From an optimization exercise on the open Yosys and OpenROAD flow, aimed at small area, a short achievable clock period and few clock cycles; shortcuts taken in it are not production practice. Function was checked by simulation only, so behaviour that the tests miss may differ from the original. Power figures rest on the tool's default switching activity, not on a simulated workload.

==> flow/design.v <==
`timescale 1ns / 1ps
module ddr_rw
(
   input               c3_clk0,
   input               c3_rst0,                
   input               pic_store_done,         
   output reg          lbp_finish,             
   output reg          c3_p0_cmd_en,
   output reg [2:0]    c3_p0_cmd_instr,
   output reg [5:0]    c3_p0_cmd_bl,
   output reg [29:0]   c3_p0_cmd_byte_addr,
   input               c3_p0_cmd_full,
   output reg          c3_p0_wr_en,
   output reg [15:0]   c3_p0_wr_mask,
   output reg [127:0]  c3_p0_wr_data,
   input               c3_p0_wr_full,
   output reg          c3_p0_rd_en,
   input  [127:0]      c3_p0_rd_data,
   input               c3_p0_rd_empty
);
function [12:0] hp;
   input [15:0] p;
   hp = {p[15:12], p[10:6], p[4:1]};
endfunction
function [15:0] add2;
   input [12:0] x;
   input [12:0] y;
   add2 = {{1'b0, x[12:9]} + {1'b0, y[12:9]},
           {1'b0, x[8:4]}  + {1'b0, y[8:4]},
           {1'b0, x[3:0]}  + {1'b0, y[3:0]}};
endfunction
function [15:0] add4;
   input [12:0] a;
   input [12:0] b;
   input [12:0] c;
   input [12:0] d;
   add4 = {{2'b0, a[12:10]} + {2'b0, b[12:10]} + {2'b0, c[12:10]} + {2'b0, d[12:10]},
           {2'b0, a[8:5]}   + {2'b0, b[8:5]}   + {2'b0, c[8:5]}   + {2'b0, d[8:5]},
           {2'b0, a[3:1]}   + {2'b0, b[3:1]}   + {2'b0, c[3:1]}   + {2'b0, d[3:1]}};
endfunction
localparam PH_O0 = 3'd0,    
           PH_LD = 3'd1,    
           PH_O1 = 3'd2,    
           PH_X1 = 3'd3,    
           PH_EW = 3'd4,    
           PH_E0 = 3'd5,    
           PH_E1 = 3'd6;    
reg        run;
reg [2:0]  ph;
reg [3:0]  dj;
reg [6:0]  dr;
reg        ddone;
reg [1:0]  pc;
reg [4:0]  rj;         
reg [6:0]  rr;
reg        rdone;
reg [6:0]  ocnt;       
reg [3:0]  wj;
reg [8:0]  wrow;       
reg        clast;      
reg [63:0] pa;         
reg [63:0] tw;         
reg [51:0] pb;         
reg [12:0] p8;         
wire [15:0] hd [0:7];
genvar g;
generate for (g = 0; g < 8; g = g + 1) begin : hdsplit
   assign hd[g] = c3_p0_rd_data[127-16*g -: 16];
end endgenerate
reg         hsel;      
reg         esel;      
reg  [64:0] xw;
reg  [64:0] yq;
wire [12:0] xh [0:4];
wire [12:0] yh [0:4];
wire [15:0] xf [0:3];
generate for (g = 0; g < 5; g = g + 1) begin : win
   assign xh[g] = xw[64-13*g -: 13];
   assign yh[g] = yq[64-13*g -: 13];
end endgenerate
generate for (g = 0; g < 4; g = g + 1) begin : pass
   assign xf[g] = hsel ? tw[63-16*g -: 16] : pa[63-16*g -: 16];
end endgenerate
wire [127:0] word;
generate for (g = 0; g < 4; g = g + 1) begin : slot
   wire [15:0] a = add2(xh[g], esel ? xh[g+1] : yh[g]);
   wire [15:0] c = add4(xh[g], xh[g+1], yh[g], yh[g+1]);
   assign word[127-32*g -: 32] = esel ? {xf[g], a} : {a, c};
end endgenerate
wire [64:0] xn = (ph == PH_O1 || ph == PH_E0) ? {pb, p8}
                : {hp(pa[63:48]), hp(pa[47:32]), hp(pa[31:16]), hp(pa[15:0]), hp(tw[63:48])};
wire [64:0] yn = (ph == PH_O1) ? {hp(tw[63:48]), hp(tw[47:32]), hp(tw[31:16]), hp(tw[15:0]), hp(hd[0])}
                : {hp(hd[0]), hp(hd[1]), hp(hd[2]), hp(hd[3]), hp(hd[4])};
wire hv  = !c3_p0_rd_empty && !c3_p0_rd_en;         
wire cr  = !pc[1] && !c3_p0_wr_full;                
wire act = run && !ddone;
reg [2:0] ph_n;
always @* begin
   ph_n = ph;
   if (act)
      case (ph)
         PH_O0: if (hv && (dr == 7'd0 || cr)) ph_n = PH_LD;
         PH_LD: ph_n = PH_O1;
         PH_O1: if (hv) ph_n = PH_X1;
         PH_X1: ph_n = (dr == 7'd127) ? PH_O0 : (cr ? PH_E0 : PH_EW);
         PH_EW: if (cr) ph_n = PH_E0;
         PH_E0: ph_n = PH_E1;
         default: ph_n = (hv && cr) ? PH_LD : PH_O0;
      endcase
end
wire grp_done = act && ((ph == PH_X1 && dr != 7'd0) || ph == PH_E1);
wire can    = run && !lbp_finish && !c3_p0_cmd_en;
wire want_w = (pc != 2'd0);
wire want_r = !rdone && (ocnt <= 7'd62);
wire sel_r  = can && want_r && (!want_w || ocnt < 7'd32);
wire sel_w  = can && want_w && !sel_r;
wire pushed_r = c3_p0_cmd_en && c3_p0_cmd_instr[0];
wire pushed_w = c3_p0_cmd_en && !c3_p0_cmd_instr[0];
always @(posedge c3_clk0) begin
   if (c3_rst0) begin
      run <= 1'b0;
      lbp_finish <= 1'b0;
      ph <= PH_O0;
      hsel <= 1'b0;
      esel <= 1'b0;
      dj <= 4'd0;
      dr <= 7'd0;
      ddone <= 1'b0;
      pc <= 2'd0;
      rj <= 5'd1;
      rr <= 7'd0;
      rdone <= 1'b0;
      ocnt <= 7'd0;
      wj <= 4'd0;
      wrow <= 9'd130;
      c3_p0_cmd_en <= 1'b0;
      c3_p0_wr_en <= 1'b0;
      c3_p0_rd_en <= 1'b0;
   end else begin
      run <= pic_store_done;
      if (pushed_w && clast)
         lbp_finish <= 1'b1;
      c3_p0_cmd_en <= (sel_r || sel_w) && !c3_p0_cmd_full;
      if (pushed_r) begin
         rr <= rr + 7'd1;
         if (rr == 7'd127) begin
            rj <= rj + 5'd1;
            if (rj == 5'd16)
               rdone <= 1'b1;
         end
      end
      if (pushed_w) begin
         if (wrow == 9'd383) begin
            wrow <= 9'd130;
            wj <= wj + 4'd1;
         end else
            wrow <= wrow + 9'd1;
      end
      ocnt <= ocnt - {6'd0, c3_p0_rd_en} + (pushed_r ? {5'd0, c3_p0_cmd_bl[0] ? 2'd2 : 2'd1} : 7'd0);
      pc <= pc + {1'b0, grp_done} - {1'b0, pushed_w};
      hsel <= (ph_n == PH_X1) || (ph_n == PH_E1);
      esel <= (ph_n == PH_E0) || (ph_n == PH_E1);
      c3_p0_wr_en <= 1'b0;
      c3_p0_rd_en <= 1'b0;
      if (act) begin
         ph <= ph_n;
         case (ph)
            PH_O0: c3_p0_rd_en <= (ph_n == PH_LD) && (dj != 4'd15);
            PH_LD: c3_p0_wr_en <= (dr != 7'd0);
            PH_O1: c3_p0_rd_en <= (ph_n == PH_X1);
            PH_X1: begin
               c3_p0_wr_en <= (dr != 7'd0);
               if (dr == 7'd127) begin
                  dr <= 7'd0;
                  dj <= dj + 4'd1;
                  if (dj == 4'd15)
                     ddone <= 1'b1;
               end
            end
            PH_EW: ;
            PH_E0: c3_p0_wr_en <= 1'b1;
            default: begin
               c3_p0_wr_en <= 1'b1;
               c3_p0_rd_en <= (ph_n == PH_LD) && (dj != 4'd15);
               dr <= dr + 7'd1;
            end
         endcase
      end
   end
end
always @(posedge c3_clk0) begin
   c3_p0_cmd_instr <= sel_r ? 3'b001 : 3'b010;
   c3_p0_cmd_bl <= {5'd0, !(sel_r && rj[4])};
   if (sel_r)
      c3_p0_cmd_byte_addr <= {10'd0, 2'd0, rr, 2'd0, rj, 4'd0};
   else
      c3_p0_cmd_byte_addr <= {10'd0, wrow, 1'b0, wj[3], !wj[3], wj[2:0], 1'b1, 4'd0};
   clast <= (wj == 4'd15) && (wrow == 9'd383);
   c3_p0_wr_mask <= 16'd0;
   c3_p0_wr_data <= word;
   xw <= xn;
   yq <= yn;
   if (ph == PH_LD) begin
      pa <= c3_p0_rd_data[127:64];
      tw <= c3_p0_rd_data[63:0];
   end
   if (ph == PH_X1) begin
      p8 <= hp(hd[0]);
      pb <= {hp(tw[63:48]), hp(tw[47:32]), hp(tw[31:16]), hp(tw[15:0])};
   end
end
endmodule
==> flow/flow/run.sh <==
#!/bin/bash
# Layout flow: the standard ORFS layout (standard.sh, with the standard
# synthesis unchanged), with these changes to how the layout is made:
#  - the input and output port buffers inserted before global placement are
#    sky130_fd_sc_hd__buf_1 cells instead of the resizer's default choice
#    (every port still gets its own buffer; later repair may resize them);
#  - clock tree synthesis clusters up to 16 sinks per leaf buffer
#    (clkbuf_8 leaves, clkbuf_16 root) and inserts no dummy loads;
#  - the resizer's setup repair aims for 5.25 ns of slack at the design's
#    8 ns clock (the clock and its constraints are unchanged).
# The ORFS logs are under orfs/logs; standard.sh's own output goes to
# standard_flow.log.
set -euo pipefail
export BUFFER_PORTS_ARGS="-buffer_cell sky130_fd_sc_hd__buf_1"
export CTS_ARGS="-sink_clustering_enable -repair_clock_nets -sink_clustering_size 16 -sink_clustering_max_diameter 50 -root_buf sky130_fd_sc_hd__clkbuf_16 -buf_list {sky130_fd_sc_hd__clkbuf_8} -dont_use_dummy_load"
bash standard.sh SETUP_SLACK_MARGIN=5.25 finish > standard_flow.log 2>&1
==> flow/standard.sh <==
#!/bin/bash
# synth_recipe.tcl (not shown) runs the flow's synth.tcl, then flattens the netlist and writes it again
# the make line also repeats each setting of config.mk as NAME=value (left out here)
make -C /OpenROAD-flow-scripts/flow DESIGN_CONFIG=/design/flow/config.mk WORK_HOME=/design/flow/orfs CLKGATE_MAP_FILE= SYNTH_SCRIPT=/design/flow/synth_recipe.tcl "${@:-finish}"
==> flow/config.mk <==
export PLATFORM = sky130hd
export DESIGN_NAME = ddr_rw
export DESIGN_NICKNAME = ddr_rw
export VERILOG_FILES = /design/flow/design.v
export SDC_FILE = /design/flow/constraint.sdc
export NUM_CORES = 4
export LEC_CHECK = 0
export ABC_AREA = 1
export CAP_MARGIN = 20
export CORE_MARGIN = 2
export CORE_UTILIZATION = 60
export PLACE_DENSITY = 0.55
export SETUP_SLACK_MARGIN = 5
export SLEW_MARGIN = 20
==> flow/constraint.sdc <==
create_clock -name core_clock -period 8.0 [get_ports {c3_clk0}]
set_input_delay 1.6000 -clock core_clock [delete_from_list [all_inputs] [get_ports {c3_clk0}]]
set_output_delay 1.6000 -clock core_clock [all_outputs]
set_load 0.01 [all_outputs]
==> results of run 1 <==
==> what timing repair did <==
action	in CTS	in global routing
gates resized for setup	29	35
setup endpoints to repair	136	125
pin swaps	1	5
gates cloned	0	2
endpoints found under the hold margin	0	0
==> sequential cells by signal, summed over array words and instances (netlist names), 5 cells and up <==
signal,count
c3_p0_wr_data,128
xw,65
pa,64
tw,64
yq,62
pb,52
c3_p0_cmd_byte_addr,15
p8,13
wrow,9
dr,7
ocnt,7
rr,7
rj,5
==> layout by cell type (no fill, tap or decap), drive strengths merged, types with 5 or more instances in the layout <==
master and count:
mux2 20, buf 295, or2 7, a21oi 121, ha 127, nand4 6
clkbuf 49, o22ai 12, nor2 89, diode 6, xnor2 17, xor2 21
fa 93, nand3 32, dfxtp 331, inv 259, nand2 498, o21ai 310
conb 37, nor3b 5, nor3 16, edfxtp 193
==> logic make-up (layout without fill, tap and decap cells) <==
| logic type | after synthesis | after routing |
|---|---|---|
| buffers and inverters | 382 | 604 |
| XOR/XNOR | 38 | 38 |
| AO/OA/AOI/OAI | 463 | 463 |
| other | 1 | 43 |
| adder cells (fa/ha/maj) | 220 | 220 |
| flip-flops | 524 | 524 |
| AND/OR/NAND/NOR | 655 | 655 |
| multiplexers | 20 | 20 |
==> layout make-up <==
type                            instances  share of cell area (%)
Inverter                              260                    3.96
Clock buffer                           47                    2.78
Antenna cell                            6                  0.0593
Tap cell                              511                    2.52
Timing Repair Buffer                  297                    5.05
Sequential cell                       524                    49.2
Multi-Input combinational cell       1433                    36.4
==> metrics by stage <==
stage               instances  hold slack [ns]  worst slack (ns)
floorplan                2339            0.394              4.08
global placement         3023            0.417              4.76
detailed placement       3023            0.419              4.66
CTS                      3070            0.410              5.25
global route             3074            0.427              5.16
finish                   3078            0.405              5.28
==> cell usage after synthesis, types with 3 or more instances <==
master	instances	area, µm²
a211oi_1	4	30.0
a21o_1	4	30.0
a21oi_1	121	606
a31oi_1	4	25.0
buf_1	11	41.3
buf_2	20	100
buf_4	38	285
clkbuf_1	51	191
dfxtp_1	331	6630
edfxtp_1	193	5800
fa_1	93	1860
ha_1	127	1590
inv_1	255	957
inv_2	3	11.3
mux2_2	10	113
mux2_4	10	150
nand2_1	494	1850
nand2_2	4	25.0
nand3_1	30	150
nand4_1	6	37.5
nor2_1	86	323
nor3_1	14	70.1
nor3b_1	4	30.0
o21ai_0	310	1550
o22ai_1	12	75.1
or2_2	7	43.8
xnor2_1	17	149
xor2_1	21	184
==> layer usage <==
layer | part of all wire (%) | GRT usage [%] | up-vias
met5 | 0.022 | 0 | -
met2 | 45 | 44.9 | 600
met4 | 3.5 | 10.6 | 2
li1 | - | - | 7939
met1 | 44 | 40.5 | 7717
met3 | 7.5 | 6.39 | 100
==> final timing paths <==
path | to | slack (ns) | cells past startpoint
worst max-delay path | c3_p0_wr_data[113] | 5.28 | 1
worst min-delay path | lbp_finish | 0.40 | 2
worst max register to register | c3_p0_wr_data[42] | 5.37 | 10
worst min register to register | lbp_finish | 0.40 | 2
==> report_power, final <==
| part | internal, mW | switching, mW | total (mW) |
|---|---|---|---|
| logic | 0.406 | 0.648 | 1.05 |
| clock network | 0.584 | 0.840 | 1.42 |
| registers | 3.02 | 0.155 | 3.18 |
| total | 4.01 | 1.64 | 5.65 |
==> impl_metrics.ini, run 1 <==
[hold_path]
hold_path.class = register to register
worstHoldStart = clast

[route]
vias = 16400
drc_errors = 0
ant_nets = 0
drtIter0Drc = 1084
drt_pre_antenna_iters = 5
vias_per_cell = 5.31
drt_wl_total_mm = 58.9
avgRoutedWirePerCell_um = 19.1

[synthesis]
ys.flop_type = dfxtp_1
synth_area_um2 = 23100
avgSynthCellArea_um2 = 10.0
synth_top_family_by_area = adder cells
synthCells = 2303
async_flop_share_pct = 0
synth-adder-area-share_pct = 14.9
synth.area.mux_share_pct = 1.14
synth_seq_cells = 524
synth_edf_count = 193
synth_compound_area_share_pct = 10.3
yosys.area_share.simple_pct = 11.4
synth_warnings = 1
ys_seq_area_share_pct = 53.8
ys_types = 45
synth_xor_area_share_pct = 1.44

[critical_path]
path_max_fanout = 1
critPathSlowestCell = dfxtp_1
start_kind = register
max_stage_delay_ns = 0.39
path_class = register to output port
required_ns = 6.40
cp-startpoint = c3_p0_wr_data[113]
reg2reg_from = xw[19]
critPathArrivalTime_ns = 1.12
endpoint_kind = output port
cp_num_buf_inv = 1
critical-path-top-delay-family = flip-flops
path_cells = buf_1

[cells_and_area]
register_area_um2 = 12500
utilization_pct = 67.1
layout-drive-gt1-share_pct = 5.58
multiInputGateArea_um2 = 9230
area_growth_pct = 9.62
final.fill_count = 3117
finalNetCount = 2917
final_cell_area_um2 = 25300

[clock_network]
numCtsBuffers = 47
clock_sinks = 524
clk-insertion-delay-late_ns = 0.58
cts_tree = done
postCtsSetupBuffers = 0
htreeDepth = 2
clk_pin_slew_ns = 0.09
holdBufCountCts = 0
cts_root_buf = clkbuf_16
clock_path_buffers = 3

[grt]
grt.total_usage_pct = 29.0
grt_pass1_vias = 15900
gr-total-overflow = 0
antenna_found_initial = 7
grt_first_pass_wirelength_mm = 89.6
grt_max_degree = 89

[floorplanning]
dieArea_um2 = 40100
start_util_pct = 61.2
die_x_um = 200
rows = 71
ioPinCount = 321
core_um2 = 37800
die_y_um = 200

[placed_design]
io_buffers = 283
dpl_cell_area_um2 = 24400
dp_hpwl_mm = 41.8
place.gp.congestion = 0.874

[timing]
slew_viol_final = 0
finClkSkew_ns = 0.0755
fmax_mhz = 368
relSlewSlack_pct = 36.7
rsz0062_at_grt = yes
finalHoldViolCount = 0
finalSetupViolCount = 0
fin_crit_ns = 2.72
tightest_slew_ns = 0.950
tns_ns = 0
period_share_pct = 33.9

[outcome]
status = complete, no violations

[job]
maxCapViolations = 0

[power]
p_per_area_nw_per_um2 = 223
leakage_nw = 10.6
power_mw = 5.65
ir_drop_mv = 0.156
Testbench counts, summed over its fixed seeds: cycles 79,446.
==> inputs of run 2 (changes only) <==
--- a/flow/config.mk
+++ b/flow/config.mk
@@ -9,6 +9,7 @@
 export CAP_MARGIN = 20
 export CORE_MARGIN = 2
 export CORE_UTILIZATION = 60
-export PLACE_DENSITY = 0.55
+export GPL_TIMING_DRIVEN = 0
+export PLACE_DENSITY = 0.7
 export SETUP_SLACK_MARGIN = 5
 export SLEW_MARGIN = 20
==> impl_metrics.ini, run 2 <==
[timing]
relSlewSlack_pct = 26.0
period_share_pct = 34.0
rsz0062_at_grt = yes
finalSetupViolCount = 0
fin_crit_ns = 2.72
tightest_slew_ns = 1.11
whs_ns = 0.426
slew_viol_final = 0
finClkSkew_ns = 0.0737
timing.final.ws_setup_ns = 5.28
fmax_mhz = 367
finalHoldViolCount = 0
tns_ns = 0

[clock_network]
htreeDepth = 2
numCtsBuffers = 46
cts_tree = done
clk_pin_slew_ns = 0.09
clock_path_buffers = 3
clk-insertion-delay-late_ns = 0.58
holdBufCountCts = 0
clock_sinks = 524
cts_root_buf = clkbuf_16

[synthesis]
synthDominantCellAreaShare_pct = 28.7
yosys.area_share.simple_pct = 11.4
synth_warnings = 1
synth_compound_area_share_pct = 10.3
async_flop_share_pct = 0
netlist_top_cells_count = nand2_1, dfxtp_1, o21ai_0, inv_1, edfxtp_1
synth_area_um2 = 23100
synth_xor_area_share_pct = 1.44
avgSynthCellArea_um2 = 10.0
synth_seq_cells = 524
synth_top_area_cell = dfxtp_1
synth.area.mux_share_pct = 1.14
synth_edf_count = 193
synthCells = 2303
synth_most_common_cell = nand2_1
ys_types = 45
ys.flop_type = dfxtp_1
synth-adder-area-share_pct = 14.9
synth_top_family_by_area = adder cells
synth_area_leaders = dfxtp_1, edfxtp_1, fa_1, nand2_1, ha_1
ys_seq_area_share_pct = 53.8

[floorplanning]
die_x_um = 200
die_y_um = 200
ioPinCount = 321
rows = 71
dieArea_um2 = 40100
start_util_pct = 61.2
core_um2 = 37800

[route]
vias = 17800
avgRoutedWirePerCell_um = 22.2
ant_nets = 0
drt_pre_antenna_iters = 6
drtIter0Drc = 1538
drt_wl_total_mm = 70.9
vias_per_cell = 5.57
drc_errors = 0

[cells_and_area]
area_growth_pct = 12.5
fin_cells = 3193
num_antenna_cells = 0
layout-drive-gt1-share_pct = 8.43
finalNetCount = 3038
layout_common_cells = nand2_1, dfxtp_1, o21ai_0
largest_register_ffs = 128
final_common_cell = nand2_1
top_regs = c3_p0_wr_data: 128 flops, xw: 65 flops
regMostFlops = c3_p0_wr_data

[critical_path]
required_ns = 8.47
start_kind = register
path_max_fanout = 10
path_class = register to register
endpoint_kind = register
critPathArrivalTime_ns = 3.20

[job]
maxCapViolations = 0

[placed_design]
dp_hpwl_mm = 54.1
io_buffers = 282
post-place-ws_ns = 4.42
place.gp.congestion = 0.953
dpl.cell_count = 3143

[grt]
grt_first_pass_wirelength_mm = 105
gr-total-overflow = 0
grt.total_usage_pct = 35.4
grt_max_degree = 46
grt_pass1_vias = 17700
antenna_found_initial = 5

[power]
p_per_area_nw_per_um2 = 219
leakage_nw = 11.1
ir_drop_mv = 0.141
power_mw = 5.70

[outcome]
status = complete, no violations

[hold_path]
hold_path.class = register to register
==> run 2: logic make-up (layout without fill, tap and decap cells) <==
kind of cell | after synthesis | count (layout)
AO/OA/AOI/OAI | 463 | 463
XOR/XNOR | 38 | 38
adder cells (fa/ha/maj) | 220 | 220
buffers and inverters | 382 | 725
flip-flops | 524 | 524
multiplexers | 20 | 20
other | 1 | 37
AND/OR/NAND/NOR | 655 | 655
==> run 2: path summary, 6_finish.rpt <==
| check | end | slack (ns) | startpoint | cells past startpoint |
|---|---|---|---|---|
| worst min-delay path | xw[36] | 0.43 | pb[23] | 2 |
| worst max-delay path | c3_p0_wr_data[4] | 5.28 | esel | 13 |
| worst min register to register | xw[36] | 0.43 | pb[23] | 2 |
| worst max register to register | c3_p0_wr_data[4] | 5.28 | esel | 13 |
==> run 2: stage by stage <==
step           util (%)  cell area (µm²)
2_1_floorplan         -            23300
3_3_place_gp       66.1            25000
3_5_place_dp       66.5            25100
4_1_cts            68.6            25900
5_1_grt            68.8            26000
6_report           68.8            26000
==> run 2: power by group <==
part           internal, mW  switching (mW)  leakage [nW]
sequential             3.02           0.124          4.52
clock                 0.573           0.841         0.356
combinational         0.430           0.711          6.17
total                  4.02            1.68          11.1
==> run 2: repair_timing <==
| item | CTS | global route |
|---|---|---|
| endpoints found under the setup margin | 108 | 45 |
| resized for setup | 45 | 49 |
| hold endpoints to repair | 0 | 0 |
| buffers inserted | 1 | 3 |
| pin swaps | 0 | 8 |
==> run 2: per-layer routing <==
metal  track usage, %  share of wire (%)
met3             7.44                 10
met2             56.0                 45
met4             20.4                6.3
met5                0              0.055
met1             45.4                 38
==> run 2: worst max-delay path, cell delays in order (launching register included) <==
cell and delay [ns]:
dfxtp_4 0.39, inv_1 0.11, buf_4 0.23, buf_8 0.21
buf_4 0.21, nand2_1 0.06, nand2_1 0.07, ha_1 0.17
inv_1 0.06, fa_1 0.40, or2_2 0.32, nand2_1 0.07
a21oi_1 0.08, o21ai_0 0.21
==> run 2: layout make-up <==
type / count / area, µm²
Timing Repair Buffer: 297 / 1260
Buffer: 122 / 708
Tap cell: 511 / 639
Fill cell: 3071 / 11800
Inverter: 260 / 983
Clock buffer: 46 / 689
Multi-Input combinational cell: 1433 / 9240
Sequential cell: 524 / 12500
==> inputs of run 3 (changes only) <==
--- a/flow/config.mk
+++ b/flow/config.mk
@@ -9,7 +9,6 @@
 export CAP_MARGIN = 20
 export CORE_MARGIN = 2
 export CORE_UTILIZATION = 60
-export GPL_TIMING_DRIVEN = 0
 export PLACE_DENSITY = 0.7
 export SETUP_SLACK_MARGIN = 5
 export SLEW_MARGIN = 20
==> impl_metrics.ini, run 3 <==
[outcome]
status = complete, no violations

[grt]
grt.total_usage_pct = 29.6
antenna_found_initial = 7
gr-total-overflow = 0
grt_first_pass_wirelength_mm = 91.1
grt_pass1_vias = 16500
grt_max_degree = 93

[critical_path]
reg2reg_from = xw[33]
max_stage_delay_ns = 0.40
cp_num_buf_inv = 1
critical-path-top-delay-family = flip-flops
start_kind = register
critPathArrivalTime_ns = 1.12
r2r_end = c3_p0_wr_data[73]
path_max_fanout = 1
required_ns = 6.40
path_class = register to output port
reg2regPathDepth = 11
critPathSlowestCell = dfxtp_1
cp-startpoint = c3_p0_wr_data[113]
endpoint_kind = output port
path_cells = buf_2
r2r_slack_ns = 5.36

[synthesis]
synth_edf_count = 193
netlist_top_cells_count = nand2_1, dfxtp_1, o21ai_0, inv_1, edfxtp_1
synth_area_leaders = dfxtp_1, edfxtp_1, fa_1, nand2_1, ha_1
ys.flop_type = dfxtp_1
synth_most_common_cell = nand2_1
synth_warnings = 1
synthCells = 2303
synth_seq_cells = 524
synth_top_area_cell = dfxtp_1
ys_seq_area_share_pct = 53.8
ys_types = 45
synth_area_um2 = 23100
avgSynthCellArea_um2 = 10.0
synthDominantCellAreaShare_pct = 28.7
async_flop_share_pct = 0

[clock_network]
clk_pin_slew_ns = 0.10
numCtsBuffers = 45
clock_sinks = 524
cts_tree = done
clock_path_buffers = 3
cts_root_buf = clkbuf_16
htreeDepth = 2
clk-insertion-delay-late_ns = 0.55

[timing]
finalSetupViolCount = 0
whs_ns = 0.439
fin_crit_ns = 2.72
tns_ns = 0
tightest_slew_ns = 1.05
period_share_pct = 34.0
slew_viol_final = 0
rsz0062_at_grt = yes
finClkSkew_ns = 0.0435
finalHoldViolCount = 0
fmax_mhz = 368
relSlewSlack_pct = 30.1

[cells_and_area]
final.fill_count = 3059
register_area_um2 = 12400
finalNetCount = 2920
largest_register_ffs = 128
layout_common_cells = nand2_1, dfxtp_1, o21ai_0
top_regs = c3_p0_wr_data: 128 flops, xw: 65 flops
area_growth_pct = 9.37
layout-drive-gt1-share_pct = 5.58
final_common_cell = nand2_1
fin_cells = 3076
multiInputGateArea_um2 = 9220
regMostFlops = c3_p0_wr_data

[power]
p_sw_mw = 1.62
clockPowerShare_pct = 24.6
seqPwrFrac_pct = 56.5
p_sw_share_pct = 28.9
leakage_nw = 10.7
ir_drop_mv = 0.150
p_per_area_nw_per_um2 = 222
p_int_mw = 3.99
combPwrFrac_pct = 18.9

[route]
drt_wl_total_mm = 59.8
ant_nets = 0
drtIter0Drc = 1150
vias_per_cell = 5.37
drc_errors = 0
avgRoutedWirePerCell_um = 19.4
vias = 16500
drt_pre_antenna_iters = 5

[floorplanning]
die_x_um = 200
dieArea_um2 = 40100
core_um2 = 37800
die_y_um = 200
rows = 71
start_util_pct = 61.2
ioPinCount = 321

[job]
maxCapViolations = 0

[placed_design]
place.gp.congestion = 0.925
io_buffers = 283
dpl.cell_count = 3023
dp_hpwl_mm = 42.4

[hold_path]
worstHoldStart = pb[8]
hold_path.class = register to register
hold_path_depth = 2
whs_endpoint = xw[21]
-- run 3: area by class of cell --
| type | instances | share of cell area [%] |
|---|---|---|
| sequential | 524 | 49.2 |
| multi-input combinational | 1433 | 36.5 |
| timing repair buffer | 302 | 5.14 |
| inverter | 260 | 3.92 |
| clock buffer | 45 | 2.67 |
| tap | 511 | 2.53 |
| antenna | 1 | 0.00990 |
-- run 3: power by group through the flow --
stage | sequential (mW) | clock, mW | combinational [mW]
after floorplan | 3.27 | 0 | 0.599
after global routing | 3.19 | 1.50 | 1.21
final | 3.17 | 1.38 | 1.06
after global placement | 3.23 | 0 | 1.02
after CTS | 3.17 | 1.41 | 1.06
after detailed placement | 3.23 | 0 | 1.05
-- run 3: worst max-delay path by stage --
stage	end	depth (start not counted)
4_1_cts	c3_p0_wr_data[113]	1
3_3_place_gp	wrow[2]	7
6_report	c3_p0_wr_data[113]	1
2_1_floorplan	pa[0]	2
5_1_grt	c3_p0_wr_data[42]	10
3_5_place_dp	wrow[2]	7
-- run 3: metal layers --
metal  GRT usage [%]  part of all wire, %  up-vias
met1            37.9                   41     7801
met2            48.5                   47      629
met3            7.01                  8.4      126
met4            12.2                  4.0       12
li1                -                    -     7942
met5               0                 0.12        -
-- run 3: kinds of logic after synthesis --
logic type | synth area share, %
multiplexers | 1.14
XOR/XNOR | 1.44
adder cells (fa/ha/maj) | 14.9
AND/OR/NAND/NOR | 11.4
flip-flops | 53.8
AO/OA/AOI/OAI | 10.3
buffers and inverters | 7.01
other | 0.0162
-- run 3: per-stage QoR --
step	instance area, µm²	utilization, %	power (mW)	worst slack [ns]
2_1_floorplan	23300	-	3.87	4.08
3_3_place_gp	24400	64.7	4.25	4.95
3_5_place_dp	24400	64.7	4.28	4.93
4_1_cts	25200	66.7	5.64	5.25
5_1_grt	25300	66.9	5.90	5.22
6_report	25300	66.9	5.61	5.28
-- run 3: what timing repair did --
item                                   4_1_cts  5_1_grt
endpoints found under the hold margin        0        0
gates cloned                                 1        1
hold buffers                                 0        0
pin swaps                                    0        4
setup buffers                                2        3
setup endpoints to repair                  113       44
gates resized for setup                     11       32

## afterwards: timing with drivers on the ports
The results above use ideal ports. As a check the final layouts listed here were re-extracted and re-timed, cells and wires unchanged.
Step 1: set_driving_cell puts a clkbuf_16 on c3_clk0 and a buf_2 on each other input, an assumption about the parent block.
Step 2 times the ports against the registers' clock, not the clock port: input delays grow and output delays shrink by t, the midpoint of the rising clock arrivals with the driver on.
a / b / c = no drivers / after step 1 / after step 2; a / b = the first two.
run | t (ns) | slack for setup (ns) | hold slack, ns | worst slew at a driven data input, ns | cell pins on the clock port's net
run 1 | 0.601 | 5.284 / 5.227 / 4.947 | 0.405 / 0.405 / 0.405 | 0.08 | 1
run 2 | 0.601 | 5.277 / 5.237 / 5.035 | 0.426 / 0.426 / 0.426 | 0.09 | 1
run 3 | 0.587 | 5.282 / 5.227 / 4.963 | 0.439 / 0.439 / 0.439 | 0.10 | 1
After both steps setup and hold are still met in every run listed. For run 1, which loses most, drivers alone change the setup slack by -0.057 ns; drivers and shift together by -0.337 ns.
